This is an optimization exercise on Yosys and OpenROAD, whose aim is small area, a short achievable clock period and few clock cycles, not a production implementation.
RTL that was checked went through simulation tests only; none was proved equivalent to the original.

==> run X <==
==> flow/design.v <==
module dividor_rtl #(parameter SIZE=16)
		(
			input clk, rst, start,
			input [SIZE-1:0] a, b,
			output [SIZE-1:0] m,
			output [9:0] f,
			output done,
			output div0);
		localparam IDLE = 3'd0;
		localparam PREP = 3'd1;
		localparam INT  = 3'd2;
		localparam MUL  = 3'd3;
		localparam FRAC = 3'd4;
		localparam FIN  = 3'd5;
		reg [2:0] state;
		reg [2:0] cnt;           
		reg [15:0] b_r;
		reg [17:0] b3;           
		reg [15:0] p;            
		reg [15:0] q;            
		reg [9:0] fr;            
		reg [1:0] nb;            
		function [15:0] below_lead(input [15:0] x);
			integer k;
			begin
				below_lead[15] = 1'b0;
				for (k = 14; k >= 0; k = k - 1)
					below_lead[k] = below_lead[k+1] | x[k+1];
			end
		endfunction
		wire [15:0] bs = below_lead(b);
		wire [8:0] z;
		genvar j;
		generate for (j = 0; j < 8; j = j + 1) begin : g_z
			wire [31:0] lim = ({16'd0, bs} << (2*j)) | ((32'd1 << (2*j)) - 32'd1);
			assign z[j] = ~|(a & ~lim[15:0]);
		end endgenerate
		assign z[8] = 1'b1;
		integer i;
		reg [3:0] nj;
		always @(*) begin
			nj = 4'd8;
			for (i = 7; i >= 0; i = i - 1)
				if (z[i]) nj = i;
		end
		reg [8:1] sh;            
		reg [31:0] a_sh;
		always @(*) begin
			a_sh = 32'd0;
			for (i = 1; i <= 8; i = i + 1)
				if (sh[i]) a_sh = a_sh | ({q, 16'd0} >> (2*i));
		end
		wire [17:0] t = {p, nb};
		wire [18:0] d1 = {1'b0, t} - {3'b0, b_r};
		wire [18:0] d2 = {1'b0, t} - {2'b0, b_r, 1'b0};
		wire [18:0] d3 = {1'b0, t} - {1'b0, b3};
		wire [1:0] qq = !d3[18] ? 2'd3 : !d2[18] ? 2'd2 : !d1[18] ? 2'd1 : 2'd0;
		wire [15:0] p_step = !d3[18] ? d3[15:0] : !d2[18] ? d2[15:0] : !d1[18] ? d1[15:0] : t[15:0];
		wire [25:0] mx = {p, 10'd0};
		wire [25:0] my = ~{6'd0, p, 4'd0};
		wire [25:0] mz = ~{7'd0, p, 3'd0};
		wire [25:0] ms = mx ^ my ^ mz;
		wire [25:0] mc = (mx & my) | (mx & mz) | (my & mz);
		wire [25:0] n1000 = ms + {mc[24:0], 1'b0} + 26'd2;
		always @(posedge clk or posedge rst)
			if (rst)
				state <= IDLE;
			else case (state)
				IDLE: if (start) state <= z[0] ? MUL : PREP;
				PREP: state <= INT;
				INT:  if (cnt == 3'd0) state <= MUL;
				MUL:  state <= (p == 16'd0) ? FIN : FRAC;
				FRAC: if (cnt == 3'd0) state <= FIN;
				default: state <= IDLE;
			endcase
		always @(posedge clk) begin
			b3 <= {1'b0, b_r, 1'b0} + {2'b0, b_r};
			case (state)
				IDLE: begin
					b_r <= b;
					p <= a;
					q <= z[0] ? 16'd0 : a;
					for (i = 1; i <= 8; i = i + 1)
						sh[i] <= (nj == i);
					cnt <= nj[2:0] - 3'd1;
				end
				PREP: begin
					p <= a_sh[31:16];
					q <= a_sh[15:0];
				end
				INT: begin
					p <= p_step;
					q <= {q[13:0], qq};
					cnt <= cnt - 3'd1;
				end
				MUL: begin
					p <= n1000[25:10];
					cnt <= 3'd4;
				end
				default: begin
					p <= p_step;
					cnt <= cnt - 3'd1;
				end
			endcase
			case (state)
				PREP: nb <= a_sh[15:14];
				INT:  nb <= q[13:12];
				MUL:  nb <= n1000[9:8];
				default: nb <= fr[7:6];
			endcase
			if (state == MUL)
				fr <= n1000[9:0];
			else
				fr <= {fr[7:0], qq};
		end
		assign m = q;
		assign f = fr;
		assign done = (state == FIN);
		assign div0 = (b_r == 16'd0);
endmodule
==> flow/run.sh <==
#!/bin/bash
# synth_recipe.tcl (not shown) runs the flow's synth.tcl, then flattens the netlist and writes it again
# the make line also repeats each setting of config.mk as NAME=value (left out here)
make -C /OpenROAD-flow-scripts/flow DESIGN_CONFIG=/design/flow/config.mk WORK_HOME=/design/flow/orfs CLKGATE_MAP_FILE= SYNTH_SCRIPT=/design/flow/synth_recipe.tcl finish
==> flow/config.mk <==
export PLATFORM = sky130hd
export DESIGN_NAME = dividor_rtl
export DESIGN_NICKNAME = dividor_rtl
export VERILOG_FILES = /design/flow/design.v
export SDC_FILE = /design/flow/constraint.sdc
export NUM_CORES = 4
export LEC_CHECK = 0
export CAP_MARGIN = 20
export CORE_MARGIN = 2
export CORE_UTILIZATION = 40
export SETUP_SLACK_MARGIN = 4.0
export SLEW_MARGIN = 20
==> flow/constraint.sdc <==
create_clock -name core_clock -period 7.5 [get_ports {clk}]
set_input_delay 1.5000 -clock core_clock [delete_from_list [all_inputs] [get_ports {clk}]]
set_output_delay 1.5000 -clock core_clock [all_outputs]
set_load 0.01 [all_outputs]
==> inputs of run R, as changes to run X <==
==> flow/design.v, changed modules only <==
module dividor_rtl #(parameter SIZE=16)
		(
			input clk, rst, start,
			input [SIZE-1:0] a, b,
			output [SIZE-1:0] m,
			output [9:0] f,
			output done,
			output div0);
		localparam IDLE  = 3'd0;
		localparam FIRST = 3'd1;     
		localparam INT   = 3'd2;
		localparam MUL   = 3'd3;
		localparam FRAC  = 3'd4;
		localparam FIN   = 3'd5;
		reg [2:0] state;
		reg [2:0] cnt;           
		reg [15:0] b_r;
		reg [17:0] b3;           
		reg [15:0] p;            
		reg [15:0] q;            
		reg [9:0] fr;            
		reg [1:0] nb;            
		reg [3:0] la, lb;        
		reg short_r;             
		integer i;
		function [3:0] lead(input [15:0] x);
			begin
				lead[3] = |x[15:8];
				lead[2] = |x[15:12] | (~|x[15:8] & |x[7:4]);
				lead[1] = |x[15:14] | (~|x[15:12] & |x[11:10]) | (~|x[15:8] & |x[7:6])
				        | (~|x[15:4] & |x[3:2]);
				lead[0] = x[15] | (~|x[15:14] & x[13]) | (~|x[15:12] & x[11])
				        | (~|x[15:10] & x[9]) | (~|x[15:8] & x[7]) | (~|x[15:6] & x[5])
				        | (~|x[15:4] & x[3]) | (~|x[15:2] & x[1]);
			end
		endfunction
		wire az = la == 4'd0 && !q[0];      
		wire short = az || la < lb;
		wire [3:0] dl = la - lb;             
		wire [2:0] k = dl[3:1];              
		wire [31:0] a_sh = {2'b00, q, 14'd0} >> {k, 1'b0};
		wire [17:0] t = {p, nb};
		wire [18:0] d1 = {1'b0, t} - {3'b0, b_r};
		wire [18:0] d2 = {1'b0, t} - {2'b0, b_r, 1'b0};
		wire [18:0] d3 = {1'b0, t} - {1'b0, b3};
		wire [1:0] qq = !d3[18] ? 2'd3 : !d2[18] ? 2'd2 : !d1[18] ? 2'd1 : 2'd0;
		wire [15:0] p_step = !d3[18] ? d3[15:0] : !d2[18] ? d2[15:0] : !d1[18] ? d1[15:0] : t[15:0];
		wire [25:0] n1000 = {p, 10'd0} - {6'd0, p, 4'd0} - {7'd0, p, 3'd0};
		wire mul_now = (state == MUL) || (state == FIRST && short);
		always @(posedge clk or posedge rst)
			if (rst)
				state <= IDLE;
			else case (state)
				IDLE:  if (start) state <= FIRST;
				FIRST: state <= !short ? INT : (p == 16'd0) ? FIN : FRAC;
				INT:   if (cnt == 3'd0) state <= MUL;
				MUL:   state <= (p == 16'd0) ? FIN : FRAC;
				FRAC:  if (cnt == 3'd0) state <= FIN;
				default: state <= IDLE;
			endcase
		always @(posedge clk) begin
			b3 <= {1'b0, b_r, 1'b0} + {2'b0, b_r};
			la <= lead(a);
			lb <= lead(b);
			if (state == IDLE)
				b_r <= b;
			if (state == FIRST)
				short_r <= short;
			case (state)
				IDLE: begin
					p <= a;
					q <= a;
				end
				INT: begin
					p <= p_step;
					q <= {q[13:0], qq};
					cnt <= cnt - 3'd1;
				end
				FIRST, MUL: begin
					if (mul_now) begin
						p <= n1000[25:10];
						cnt <= 3'd4;
					end else begin
						p <= a_sh[31:16];
						q <= a_sh[15:0];
						cnt <= k;
					end
				end
				default: begin
					p <= p_step;
					cnt <= cnt - 3'd1;
				end
			endcase
			if (mul_now)
				nb <= n1000[9:8];
			else if (state == FIRST)
				nb <= a_sh[15:14];
			else if (state == INT)
				nb <= q[13:12];
			else
				nb <= fr[7:6];
			if (mul_now)
				fr <= n1000[9:0];
			else
				fr <= {fr[7:0], qq};
		end
		assign m = short_r ? 16'd0 : q;
		assign f = fr;
		assign done = (state == FIN);
		assign div0 = (b_r == 16'd0);
endmodule
Settings changed: SETUP_SLACK_MARGIN 4.0 to 4.3.
==> results by group <==
Hold path
  – Hold_sp: fr[0]

Outcome
  – Status: complete, no violations

Floorplan
  – Die Ht: 158.8 µm

Detailed routing
  – Routed met1 length: between 10 and 15 mm

Cells and area
  – Non-clk bufs: 130
the above is filed under run X

==> results by group <==
Outcome
  – Status: complete, no violations

Cells and area
  – Non-clk bufs: 94

Detailed routing
  – Routed met1 length: 12.54 mm

Floorplan
  – Die Ht: around 150 µm
the above is filed under run R

Testbench counts of run R, summed over its fixed seeds: cycles 15,606.
The RTL of run X was laid out without a check of its function.

[port drivers added, routing unchanged]
The flow's constraints put no driver on any port. The routed layouts listed below were extracted and timed again, unchanged, in two steps.
Step 1: set_driving_cell puts a clkbuf_16 on clk and a buf_2 on each other input, an assumption about the parent block.
Step 2, shift: input delay + t, output delay - t, t = (earliest + latest rising clock arrival at the registers) / 2. This alone moves slack from input paths to output paths.
Three values: ideal ports, drivers, drivers and shift; two values: the first two.
run	t, ns	slack for setup (ns)	worst setup path after step 2	cell pins on the clock port's net
run X	0.398	3.643 / 3.647 / 3.249	input to register	1
run R	0.403	4.345 / 4.335 / 4.264	input to register	1
After both steps setup and hold are still met in every run listed. The setup slack of run X, which loses most, moves by +0.004 ns with the drivers and by -0.394 ns with both steps.
